What follows belongs to an exercise in optimizing a design on an open flow for small area, a short achievable clock period and few clock cycles; a production flow would make more cautious choices.
Where RTL was checked, it was by simulation tests only, not by an equivalence proof against the original.
The RTL of run 2 was laid out without a check of its function.
No activity file was given, so power comes from the tool's default toggle rates.

<file path="run.sh">
#!/bin/bash
# synth_recipe.tcl (not shown) runs the flow's synth.tcl, then flattens the netlist and writes it again
# the make line also repeats each setting of config.mk as NAME=value (left out here)
make -C /OpenROAD-flow-scripts/flow DESIGN_CONFIG=/design/flow/config.mk WORK_HOME=/design/flow/orfs CLKGATE_MAP_FILE= SYNTH_SCRIPT=/design/flow/synth_recipe.tcl finish
</file>
<file path="config.mk">
export PLATFORM = sky130hd
export DESIGN_NAME = alu19
export DESIGN_NICKNAME = alu19
export VERILOG_FILES = /design/flow/design.v
export SDC_FILE = /design/flow/constraint.sdc
export NUM_CORES = 4
export LEC_CHECK = 0
export CAP_MARGIN = 20
export CORE_MARGIN = 2
export CORE_UTILIZATION = 40
export SLEW_MARGIN = 20
</file>
<file path="constraint.sdc">
create_clock -name core_clock -period 35.0 [get_ports {clk}]
set_input_delay 7.0000 -clock core_clock [delete_from_list [all_inputs] [get_ports {clk}]]
set_output_delay 7.0000 -clock core_clock [all_outputs]
set_load 0.01 [all_outputs]
</file>
<file path="design.v">
`timescale 1ns / 1ps
module ALU(
    input [18:0] R2,
    input [18:0] R3,
    input [3:0] ALUOp,
    output reg [18:0] R1,
    output reg Zero,
    output reg Carry,
    output reg Overflow
    );
always @(*)
    begin 
        case (ALUOp)
            4'b0000: R1 = R2 + R3;
            4'b0001: R1 = R2 - R3;
            4'b0010: R1 = R2 * R3;
            4'b0011: R1 = (R3 == 19'b0) ? 19'h7FFFF : R2 / R3;
            4'b0100: R1 = R2 + 19'b1;
            4'b0101: R1 = R2 - 19'b1;
            4'b0110: R1 = R2 & R3;
            4'b0111: R1 = R2 | R3;
            4'b1000: R1 = R2 ^ R3;
            4'b1001: R1 = ~R2;
            default: R1 = 19'b0;
        endcase
  Zero = (R1 == 19'b0) ? 1'b1 : 1'b0;
  Carry = (ALUOp == 4'b0000 && ({1'b0, R2} + {1'b0, R3}) > 20'h7FFFF) ? 1'b1 : 1'b0;
  Overflow = (ALUOp == 4'b0000 && ((R2[18] == R3[18]) && (R1[18] != R2[18]))) ? 1'b1 : 1'b0;
  end 
endmodule
module alu19 (
    input             clk,
    input             rst,
    input             in_valid,
    output            in_ready,
    input      [3:0]  op,
    input      [18:0] a,
    input      [18:0] b,
    output reg        out_valid,
    output reg [18:0] result,
    output reg        zero,
    output reg        carry,
    output reg        overflow
);
    reg        v_q;
    reg [3:0]  op_q;
    reg [18:0] a_q, b_q;
    wire [18:0] r;
    wire z, c, v;
    assign in_ready = 1'b1;
    ALU alu (
        .R2(a_q),
        .R3(b_q),
        .ALUOp(op_q),
        .R1(r),
        .Zero(z),
        .Carry(c),
        .Overflow(v)
    );
    always @(posedge clk) begin
        if (rst) begin
            v_q       <= 1'b0;
            out_valid <= 1'b0;
        end else begin
            v_q       <= in_valid;
            out_valid <= v_q;
        end
        op_q     <= op;
        a_q      <= a;
        b_q      <= b;
        result   <= r;
        zero     <= z;
        carry    <= c;
        overflow <= v;
    end
endmodule
</file>
==> impl_results.md, run 1 <==
* Synth Register Bits at 66
* Drc violations at 0
* Commonest non-fill, non-tap cell in the layout: ha_1
* Cell Pwr Density at 51.71 mW/mm^2
* Layout cells sized above 1 at 0.1141
* H-tree depth at 3
* CTS Hold Bufs at 0
* Post-DP HPWL at 61760 um
* Synth Instances at 2639
* Setup TNS at 0 ps
* CP peak stage delay at 590 ps
* 1st-iter DRT viols at 1964
* Leakage power at 10.58 nW
* Final Hold Viols at 0
* Register area share after synthesis at 0.06689
* Via/cell ratio at 5.962
* Clock Skew at 12.75 ps
* CTS tree: yes
* Largest net degree at the start of global routing at 38
* Crit end category: flip-flop
* Post-Syn Area per Cell at 7.485 um^2
* Worst-skew pair later-pin latency at 380 ps
* Post-synth net total at 3121
* Status: timing/DRC/antenna clean
* Setup violators final at 0
* Period utilization at 0.9606
* First-pass GRT wire length at 118400 um
* Clock tree buffer depth at 2
* Post-synth EDFFs at 0
* Count of different cell masters after synthesis at 92
* I/O Buffers at 67
* Rows at 81
* Die height at 226.2 um
* Vias in the first global route at 20074
* Routability cong. at 1.027
* Max Slew Vio Count at 0
* Worst vdd ir at 0.1241 mV
* Fmax at 0.02974 GHz
* WL/cell at 23.00 um
* Max Cap Viol at 0
* Critical path's slowest cell: or4_1
* Total power at 1.173 mW
* Vias at 20481
* Initial antenna violation count at 2
* Ys Warns at 2
* Total Wirelength at 79020 um
* Asr flop ratio synth at 0
* Die area at 0.05118 mm^2
* First-pass DRT Iterations at 6
* Die X at 226.2 um
* Area growth syn-to-layout at 14.83%
* WS Path Type: flip-flop to flip-flop
* Tmin final at 33620 ps
* Crit path DAT at 33910 ps
* CP required at 35290 ps
* Top_reg_cell synth: dfxtp_1
* Num CTS Buffers at 9
* Top Ports at 69
* Worst-Margin Slew at 1108 ps
* Hold Crit Class: flip-flop to flip-flop
* Total gr overflow at 0
* CP Launch Type: flip-flop
* Clock root buffer: clkbuf_16
* Initial cell density of the core at 0.4044
* Most frequent cells in the layout: ha_1, nand2_1, nor2_1
* Slew HR at 0.2548
* CTS sink count at 66
* Worst-path clk slew at 70 ps
* Crit-path most repeated cell: ha_1
* GRT Resource Usage Total at 0.3061
* NumNets Final at 3247
* Core area at 0.04885 mm^2
* Mapped cell area at 0.01975 mm^2
* Crit-path max FO at 16
* Detail Route Antenna Nets at 0
==> timing repair <==
action	in CTS	in global routing
setup endpoints to repair	2	2
pin swaps	2	19
gates cloned	0	0
buffers inserted	3	21
resized for setup	19	71
==> kinds of logic (layout without fill, tap and decap cells) <==
group / count (synthesis) / in the layout / synth area share
AND/OR/NAND/NOR: 906 / 906 / 0.2153
AO/OA/AOI/OAI: 638 / 638 / 0.2133
adder cells (fa/ha/maj): 437 / 437 / 0.3239
buffers and inverters: 356 / 487 / 0.06879
XOR/XNOR: 155 / 155 / 0.06873
multiplexers: 80 / 80 / 0.04282
flip-flops: 66 / 66 / 0.06689
other: 1 / 2 / 0.0001898
==> path summary, 6_finish.rpt <==
kind | slack (ps) | to | depth (start not counted) | startpoint
min reg2reg | 450 | out_valid | 1 | v_q
min | 450 | out_valid | 1 | v_q
max | 1380 | zero | 145 | b_q[12]
max reg2reg | 1380 | zero | 145 | b_q[12]
==> area by class of cell <==
class | count | area, um^2
Tap cell | 664 | 830.8
Sequential cell | 66 | 1323
Clock inverter | 7 | 100.1
Fill cell | 4982 | 26170
Timing Repair Buffer | 217 | 1833
Inverter | 254 | 953.4
Multi-Input combinational cell | 2217 | 17420
Clock buffer | 9 | 225.2
Antenna cell | 1 | 2.502
==> worst max-delay path, delay by kind of cell, from the launching register on <==
| family | cells | cell delay, ps |
|---|---|---|
| fa+ha+maj | 18 | 5480 |
| simple gates | 45 | 10110 |
| flops | 1 | 310 |
| buf+inv | 11 | 1820 |
| mux | 4 | 1380 |
| compound gates | 67 | 14380 |
==> layer usage <==
metal,vias to the layer above,routed length [um],GRT usage
li1,9527,-,-
met3,185,6349,0.05634
met2,857,34510,0.4837
met1,9912,34570,0.4083
met5,-,0,0
met4,0,3598,0.1288
==> synthesized netlist by cell type (all sizes together), types with 7 or more instances <==
cell / instances / area (um^2)
ha: 313 / 3916
nand2: 291 / 1092
nor2: 263 / 987.2
inv: 251 / 942.2
a21oi: 168 / 844.6
o21ai: 125 / 625.6
fa: 124 / 2482
xnor2: 111 / 972.2
clkbuf: 87 / 326.6
dfxtp: 66 / 1321
nor3: 62 / 315.3
a21o: 58 / 435.4
nand3: 57 / 285.3
mux2i: 44 / 440.4
xor2: 44 / 385.4
o21a: 42 / 315.3
or3: 38 / 237.7
mux2: 36 / 405.4
nand2b: 35 / 219.0
nor2b: 31 / 193.9
a211oi: 26 / 205.2
o211ai: 26 / 195.2
or2: 24 / 150.2
a31oi: 22 / 137.6
o22ai: 21 / 131.4
and2: 19 / 118.9
nor4: 18 / 140.1
o31ai: 16 / 125.1
buf: 15 / 78.82
o221ai: 13 / 120.1
nand4: 12 / 75.07
or4: 12 / 90.09
and3: 11 / 68.82
o31a: 11 / 96.34
a211o: 10 / 87.58
a21boi: 10 / 75.07
a221oi: 10 / 87.58
and4: 8 / 70.07
nor3b: 8 / 60.06
o21bai: 7 / 52.55
o32ai: 7 / 61.31
==> where the power goes <==
group | total (mW) | switching, mW | leakage [nW] | internal (mW)
sequential | 0.0924 | 0.00769 | 0.554 | 0.0847
clock | 0.110 | 0.0467 | 0.160 | 0.0631
combinational | 0.971 | 0.582 | 9.87 | 0.389
total | 1.17 | 0.636 | 10.6 | 0.537
==> flip-flops by register name, indices dropped and copies added (netlist names) <==
name       flops
out_valid      1
v_q            1
result        19
b_q           19
overflow       1
carry          1
zero           1
op_q           4
a_q           19
==> per-stage QoR <==
stage	instances	worst slack [ps]	hold WS, ps	utilization	instance area [um^2]
floorplan	2639	710.6	413.8	-	19750
global placement	3394	-178.3	433.8	0.4463	21800
detailed placement	3394	-866.5	435.6	0.4463	21800
CTS	3413	82.74	452.8	0.4554	22250
global route	3435	-199.9	466.4	0.4643	22680
finish	3435	1378	448.1	0.4643	22680
Testbench counts, summed over its fixed seeds: cycles 24,016.
==> run 2: changes to the inputs <==
==> design.v (replaced) <==
module alu19 (
    input             clk,
    input             rst,
    input             in_valid,
    output            in_ready,
    input      [3:0]  op,
    input      [18:0] a,
    input      [18:0] b,
    output reg        out_valid,
    output reg [18:0] result,
    output reg        zero,
    output reg        carry,
    output reg        overflow
);
    localparam integer KM = 3;              
    reg          busy;      
    reg          vq;        
    reg          first;     
    reg  [3:0]   opq;
    reg  [18:0]  A;         
    reg  [18:0]  B;         
    reg  [4:0]   cnt;       
    assign in_ready = ~busy;
    wire accept = in_valid & ~busy;
    wire is_mul = (opq == 4'd2);
    wire is_div = (opq == 4'd3);
    wire is_md  = is_mul | is_div;
    wire [18:0] res_in = first ? 19'd0 : result;
    reg [4:0] lz;
    integer i;
    always @(*) begin
        lz = 5'd18;
        for (i = 0; i < 19; i = i + 1)
            if (B[i]) lz = 5'd18 - i[4:0];
    end
    wire [18:0] dn    = B << lz;
    wire [18:0] d_in  = first ? dn : B;
    wire        b_zero = (B == 19'd0);
    wire [4:0]  cnt_in = first ? lz : cnt;
    reg [18:0] cs_s, cs_c, row;
    integer j;
    always @(*) begin
        cs_s = res_in;
        cs_c = 19'd0;
        for (j = 0; j < KM; j = j + 1) begin
            row  = (A << j) & {19{B[j]}};
            {cs_c, cs_s} = {((cs_s & cs_c) | (cs_s & row) | (cs_c & row)) << 1,
                            cs_s ^ cs_c ^ row};
        end
    end
    reg  [18:0] x, y;
    reg         cin;
    always @(*) begin
        x = A; cin = 1'b0;
        case (opq)
            4'd0:    y = B;
            4'd1:    begin y = ~B; cin = 1'b1; end
            4'd2:    begin x = cs_s; y = cs_c; end
            4'd3:    begin y = ~d_in; cin = 1'b1; end
            4'd4:    begin y = 19'd0; cin = 1'b1; end
            default: y = 19'h7FFFF;
        endcase
    end
    wire [19:0] sum = {1'b0, x} + {1'b0, y} + {19'd0, cin};
    wire        ge  = sum[19];               
    reg [18:0] r_next;
    always @(*) begin
        case (opq)
            4'd0, 4'd1, 4'd2, 4'd4, 4'd5: r_next = sum[18:0];
            4'd3:    r_next = (first & b_zero) ? 19'h7FFFF : {res_in[17:0], ge};
            4'd6:    r_next = A & B;
            4'd7:    r_next = A | B;
            4'd8:    r_next = A ^ B;
            4'd9:    r_next = ~A;
            default: r_next = 19'd0;
        endcase
    end
    wire c_add = (opq == 4'd0) & sum[19];
    wire v_add = (opq == 4'd0) & (A[18] == B[18]) & (sum[18] != A[18]);
    wire mul_done      = (B[18:KM] == 0);
    wire mul_last_next = (B[18:2*KM] == 0);
    wire div_done      = (first & b_zero) | (cnt_in == 5'd0);
    wire div_last_next = (cnt_in == 5'd1);
    wire fin = vq & (~is_md | (is_mul & mul_done) | (is_div & div_done));
    always @(posedge clk) begin
        result   <= r_next;
        zero     <= (r_next == 19'd0);
        carry    <= c_add;
        overflow <= v_add;
        if (accept) begin
            opq   <= op;
            A     <= a;
            B     <= b;
            first <= 1'b1;
        end else if (vq) begin
            first <= 1'b0;
            cnt   <= cnt_in - 5'd1;
            if (is_mul) begin
                A <= A << KM;
                B <= B >> KM;
            end else begin
                if (ge) A <= sum[18:0];
                B <= d_in >> 1;
            end
        end
        if (rst) begin
            busy      <= 1'b0;
            vq        <= 1'b0;
            out_valid <= 1'b0;
        end else begin
            out_valid <= fin;
            if (accept) begin
                vq   <= 1'b1;
                busy <= (op[3:1] == 3'b001);
            end else if (fin) begin
                vq   <= 1'b0;
                busy <= 1'b0;
            end else if (vq) begin
                busy <= is_mul ? ~mul_last_next : ~div_last_next;
            end
        end
    end
endmodule
==> run 2 against run 1 <==
  * Sequential share of layout area rose by 13 points
  * Cell area fell by 54%
  * Worst hold slack improved by 36 ps
  * Utilization fell by 1.4 points
  * Combinational power fell by 61%
  * Still clean on timing, DRC and antenna
  * Fmax rose to 3.8 times the previous value
  * Global-route usage fell by 2.6 points
  * Critical endpoint is now cnt[0]
  * Synthesized cell count fell by 53%
==> impl_results.md, run 2 <==
* Total Wirelength at 34030 um
* Rows at 56
* Final instance area at 0.01050 mm^2
* Top Ports at 69
* Ant. Diodes at 0
* Tmin final at 8939 ps
* Synth Register Bits at 73
* Setup violators final at 0
* Post-DP HPWL at 25000 um
* Count of different cell masters after synthesis at 86
* Max Cap Viol at 0
* Area growth syn-to-layout at 11.31%
* Critical path's slowest cell: nor2_1
* Finished Layout Cells at 1550
* Register area share after synthesis at 0.2047
* WL/cell at 21.96 um
* Status: timing/DRC/antenna clean
* Dpl cells at 1534
* Final hold slack at 483.8 ps
* CP Cell Sequence: clkdlybuf4s50_1 > nand2_1 > buf_4 > inv_2 > nor2_1
* Initial cell density of the core at 0.4044
* Crit-path max FO at 55
* Worst-skew pair later-pin latency at 370 ps
* Cell Pwr Density at 60.05 mW/mm^2
* Setup TNS at 0 ps
* WS Path Type: input port to flip-flop
* NumNets Final at 1383
* Cts repair resizes at 0
* Worst-Margin Slew at 1193 ps
* Total gr overflow at 0
* CP top delay family: buffers and inverters
* Routability cong. at 1.025
* Clock tree buffer depth at 2
* Clock root buffer: clkbuf_16
* Core area at 0.02333 mm^2
* Post-synth net total at 1386
* Die area at 0.02483 mm^2
* Placed cell area at 0.01021 mm^2
* Top_reg_cell synth: edfxtp_1
* CP required at 35020 ps
* Initial antenna violation count at 0
* Worst-path clk slew at 70 ps
* First-pass DRT Iterations at 6
* CP peak stage delay at 540 ps
* Leakage power at 4.329 nW
* RSZ-0062 raised after global routing: false
* Main area contributors after synthesis: edfxtp_1, ha_1, fa_1
* Crit end category: flip-flop
* Largest registers: A: 19 flops, B: 19 flops, result: 19 flops
* Die X at 157.6 um
* Clock Skew at 9.581 ps
* Vias at 9463
* GRT Resource Usage Total at 0.2804
* CTS tree: yes
* Commonest non-fill, non-tap cell in the layout: nor2_1
* Vias in the first global route at 8963
* Mapped cell area at 0.009435 mm^2
* Num CTS Buffers at 9
* Cell taking the most area after synthesis: edfxtp_1
* CP Launch Type: input port
* Post-Syn Area per Cell at 7.677 um^2
* Crit path buffers/inverters at 3
* Ys Warns at 1
* Layout cells sized above 1 at 0.05605
* First-pass GRT wire length at 52940 um
* Hold Crit Class: flip-flop to flip-flop
* Crit path DAT at 8960 ps
* Count leader, synth: nor2_1
* Slew HR at 0.2021
* Asr flop ratio synth at 0
* Die height at 157.6 um
* Post-synth EDFFs at 47
* Detail Route Antenna Nets at 0
* Period utilization at 0.2554
* Final Hold Viols at 0
* CTS Hold Bufs at 0
* H-tree depth at 3
* Drc violations at 0
* Max Slew Vio Count at 0
* Largest net degree at the start of global routing at 96
* Postcts setup bufs at 0
* Most instantiated cells after synthesis: nor2_1, inv_1, nand2_1
* 1st-iter DRT viols at 1076
* Most frequent cells in the layout: nor2_1, inv_1, nand2_1
* CTS sink count at 73
* Fmax at 0.1119 GHz
* Final core occ at 0.4501
* Yosys top cell area share at 0.1496
* Synth Instances at 1229
* Via/cell ratio at 6.105
* Worst vdd ir at 0.02365 mV
* I/O Buffers at 68
[run 2: kinds of logic after synthesis]
group | after synthesis | share of synthesized area
compound gates | 395 | 0.2753
simple gates | 365 | 0.1823
buf+inv | 219 | 0.09349
fa+ha+maj | 112 | 0.1764
flops | 73 | 0.2047
mux | 45 | 0.04920
xor+xnor | 20 | 0.01857
[run 2: worst paths after layout]
kind              slack [ps]     end  startpoint  depth (start not counted)
setup / recovery       26060  cnt[0]    in_valid                          5
hold / removal           480   first          vq                          1
setup reg to reg       28120   A[17]        B[1]                         21
hold reg to reg          480   first          vq                          1
[run 2: metal layers]
metal | share of wire | GRT usage
met3 | 0.078 | 0.05119
met2 | 0.44 | 0.4213
met5 | 0 | 0
met4 | 0.044 | 0.1221
met1 | 0.44 | 0.3930
[run 2: power by group]
group | leakage (nW) | switching, mW | total, mW | internal, mW
clock | 0.147 | 0.0484 | 0.0990 | 0.0506
sequential | 0.678 | 0.0315 | 0.151 | 0.119
combinational | 3.50 | 0.228 | 0.381 | 0.153
total | 4.33 | 0.308 | 0.631 | 0.322
[run 2: worst register-to-register path, cell delays in order (launching register included)]
cell and delay (ps):
edfxtp_1 650, buf_4 330, nor2_1 90, o31ai_1 440
a21oi_2 90, buf_4 250, mux2i_1 200, nor3_1 210
or2_2 210, nor2_1 50, o41ai_1 680, o21ai_0 320
ha_1 430, and3_1 230, a221oi_2 310, nand2_1 110
o21ai_2 330, o22ai_2 230, o41ai_4 450, nand2_1 100
nand2_1 80, nand2_1 570
[run 2: cell type report]
class | instances | area [um^2]
Timing Repair Buffer | 82 | 785.8
Tap cell | 319 | 399.1
Clock buffer | 9 | 225.2
Multi-Input combinational cell | 937 | 6629
Fill cell | 2374 | 12830
Clock inverter | 7 | 68.82
Sequential cell | 73 | 1933
Inverter | 123 | 461.7
[run 2: stage by stage]
step	worst slack [ps]	total power [mW]
2_1_floorplan	26610	0.4044
3_3_place_gp	25710	0.5193
3_5_place_dp	25650	0.5235
4_1_cts	26020	0.6234
5_1_grt	25840	0.6777
6_report	26060	0.6307

[static timing again, ports no longer ideal]
The results above use ideal ports. As a check the final layouts listed here were re-extracted and re-timed, cells and wires unchanged.
Step 1 (the two cells are an assumption about what drives the block):
set clk [get_ports {clk}]
set_driving_cell -lib_cell sky130_fd_sc_hd__clkbuf_16 $clk
set_driving_cell -lib_cell sky130_fd_sc_hd__buf_2 [delete_from_list [all_inputs] $clk]
Step 2, shift: input delay + t, output delay - t, t = (earliest + latest rising clock arrival at the registers) / 2. This alone moves slack from input paths to output paths.
Slacks: no drivers / after step 1 / after step 2; pairs: no drivers / after step 1.
run | shift t [ns] | slack for setup (ns) | hold WS [ns] | worst setup path after step 2
run 1 | 0.432 | 1.378 / 1.378 / 1.378 | 0.448 / 0.448 / 0.448 | register to register
run 2 | 0.410 | 26.061 / 26.081 / 25.671 | 0.484 / 0.484 / 0.484 | input to register
After both steps every run listed still meets setup and hold. For run 2, which loses most, drivers alone change the setup slack by +0.020 ns; drivers and shift together by -0.390 ns.
